Background: an optimization exercise with open tools, aiming at small area and a short achievable clock period. Do not read the settings as production practice.
Function was checked by simulation only, so behaviour that the tests miss may differ from the original.
No activity file was given, so power comes from the tool's default toggle rates.

v8:
Design APB_INT_Count, start of the top module:
module APB_INT_Count #(
    parameter DATA_WIDTH = 32,
    parameter ADDR_WIDTH = 16
)
(
    input  wire                     PCLK,
    input  wire                     PRESETn,
    input  wire                     PSEL,
    input  wire                     PENABLE,
    input  wire                     PWRITE,
    input  wire [ADDR_WIDTH-1:0]    PADDR,
    input  wire [DATA_WIDTH-1:0]    PWDATA,
    output reg  [DATA_WIDTH-1:0]    PRDATA,
    output reg                      PREADY,
    output reg                      PSLVERR,
    output wire                     linux_irq,
    output wire                     lim_irq,
    output wire                     itim_irq,
    input  wire                     linux_ack,
    input  wire                     lim_ack,
    input  wire                     itim_ack
);
    reg  [31:0] ctrl [1:3];
    reg  [31:0] cnt0 [1:3];           
    reg  [31:0] hist [1:3][1:9];      
    reg  [9:1]  fill [1:3];           
    reg         invalid_access;
    assign linux_irq = ctrl[1][0];
    assign lim_irq   = ctrl[2][0];
    assign itim_irq  = ctrl[3][0];
    wire [3:1] ack = {itim_ack, lim_ack, linux_ack};
    wire [3:1] irq = {itim_irq, lim_irq, linux_irq};
    wire       acc  = PSEL & PENABLE;
    wire       racc = acc & ~PWRITE;
    wire       nh0, nh1, nl, wacc3, racc3, qw, qr;
    g_nor4 u_nh0 (.a(PADDR[15:12]), .y(nh0));
    g_nor4 u_nh1 (.a(PADDR[11:8]),  .y(nh1));
    g_nor2 u_nl  (.a(PADDR[1:0]),   .y(nl));
    g_and3 u_wa  (.a({PSEL, PENABLE, PWRITE}), .y(wacc3));
    g_and3 u_ra  (.a({PSEL, PENABLE, ~PWRITE}), .y(racc3));
    g_and4 u_qw  (.a({nh0, nh1, nl, wacc3}), .y(qw));
    g_and4 u_qr  (.a({nh0, nh1, nl, racc3}), .y(qr));
    wire       hi0 = nh0 & nh1 & nl;
    wire [7:0] pa, pb;
    genvar gi;
    generate
        for (gi = 0; gi < 8; gi = gi + 1) begin : g_pre
            wire [2:0] kk = gi;
            g_and3 u_pa (.a(PADDR[7:5] ~^ kk), .y(pa[gi]));
            g_and3 u_pb (.a(PADDR[4:2] ~^ kk), .y(pb[gi]));
        end
    endgenerate
    wire [47:0] dw;
    generate
        for (gi = 0; gi < 48; gi = gi + 1) begin : g_dw
            assign dw[gi] = pa[gi >> 3] & pb[gi & 7];
        end
  ...
export LEC_CHECK = 0
export CAP_MARGIN = 20
export CORE_MARGIN = 2
export CORE_UTILIZATION = 40
export CTS_BUF_LIST = sky130_fd_sc_hd__clkbuf_16
export CTS_CLUSTER_DIAMETER = 100
export CTS_CLUSTER_SIZE = 26
export SETUP_SLACK_MARGIN = 5
export SLEW_MARGIN = 20
export SYNTH_HIERARCHICAL = 1
export SYNTH_MINIMUM_KEEP_SIZE = 0
create_clock -name core_clock -period 10.0 [get_ports {PCLK}]
standard.sh (not shown) runs the stock make flow with config.mk's settings and CLKGATE_MAP_FILE= SYNTH_SCRIPT=/design/flow/synth_recipe.tcl, a recipe that flattens the netlist after the stock synthesis.
==> flow/flow/run.sh <==
#!/bin/bash
set -euo pipefail
bash standard.sh SETUP_SLACK_MARGIN=6.5 'BUFFER_PORTS_ARGS=-buffer_cell sky130_fd_sc_hd__buf_2' finish > flow_make.log 2>&1
Looking at the reports, v8 completed the entire flow and the layout it produced met the timing, design-rule and antenna checks.
Inputs modified between v8 and v1:
- CTS_CLUSTER_SIZE changed from 26 to 22
- PLACE_DENSITY newly set to 0.7
- CTS_CLUSTER_DIAMETER changed from 100 to 90
- CORE_UTILIZATION changed from 40 to 50
==> comparison <==
- Between v8 and v1, the combinational power share does not differ in any meaningful way.
- Delta (v1 minus v8): register share of the cell area has increased, internal portion of total power has increased.
- The total of cells resized after clock tree synthesis of v1 exceeds that of v8 by about 11%.
- v8 -> v1: multi-input gate share of total cell area flat
- Diff v8 -> v1 | area of placed instances | decrease of 370 um^2
- When v1 is set beside v8, its biggest cell delay along the critical path turns out to be 0.16 ns larger.
- [compare] base=v8 new=v1: tightest hold margin shrank by 0.012 ns; first-pass GRT wire length fell 1800 um; fmax fell 0.014 GHz; total power draw rose 2.4%.
> inputs changed (v1 -> v57)
- swapping 22 for 26 in CTS_CLUSTER_SIZE
- clearing PLACE_DENSITY, which used to be 0.7
- swapping 50 for 40 in CORE_UTILIZATION
- swapping 90 for 100 in CTS_CLUSTER_DIAMETER
==> flow/flow/run.sh <==
#!/bin/bash
set -euo pipefail
bash standard.sh SETUP_SLACK_MARGIN=6.3 'BUFFER_PORTS_ARGS=-buffer_cell sky130_fd_sc_hd__buf_2' finish > flow_make.log 2>&1
Results
Minimum period implied by the final worst setup slack, v57 and v1, higher one = v1.
Compared with v1, v57 is the less power-hungry design.
Of v57 and v1, it is v57 that has the higher sequential share of cell area.
v57 ends up with a power dissipated by switching net loads that is 2.8% lower than in v1.
Wire length (v1 / v57): 1.07
Changes in v13 relative to v57:
- a change of CORE_UTILIZATION from 40 to 55
- a change of CTS_CLUSTER_DIAMETER from 100 to 90
- an added PLACE_DENSITY of 0.72
- a change of CTS_CLUSTER_SIZE from 26 to 22
==> flow/flow/run.sh <==
#!/bin/bash
set -euo pipefail
bash standard.sh SETUP_SLACK_MARGIN=6.5 'BUFFER_PORTS_ARGS=-buffer_cell sky130_fd_sc_hd__buf_2' finish > flow_make.log 2>&1
### Flow results
- In v13 the implementation ran to completion but is not tape-out ready, as the final checks report antenna violations.
- Going from v57 to v13, antenna violation net count after detailed routing went up, depth of the worst register-to-register path went up, number of buffers inserted during clock tree synthesis went up, switching power total went up, maximum frequency went up.
- Starting density of the core is lower on v57
- Changes observed in v13 relative to v57: width of the die dropped about 15%, clock buffer instance count of the final layout saw an increase, final-layout clock-cell area share went up 0.51 points, synthesis-to-layout area growth shows an increase of 1.1 points.

re-timing with driven ports:
Ports are ideal in the flow. The routed layouts listed here were re-timed in OpenROAD. Step 1 assumes that a clkbuf_16 drives the clock port and a buf_2 every other input. Step 2, shift: input delay + t, output delay - t, t = (earliest + latest rising clock arrival at the registers) / 2. This alone moves slack from input paths to output paths. a / b / c = no drivers / after step 1 / after step 2; a / b = the first two.
run	t (ns)	setup slack, ns	latest minus earliest clock arrival (ns)	worst slew at a driven data input, ns
v8	0.697	6.454 / 6.473 / 5.776	0.020 / 0.020	0.12
v1	0.707	6.273 / 6.271 / 5.564	0.050 / 0.050	0.17
v57	0.697	6.276 / 6.318 / 5.621	0.028 / 0.028	0.12
v13	0.710	6.466 / 6.505 / 5.795	0.037 / 0.037	0.06
The setup slack of v1, which loses most, moves by -0.002 ns with the drivers and by -0.709 ns with both steps.
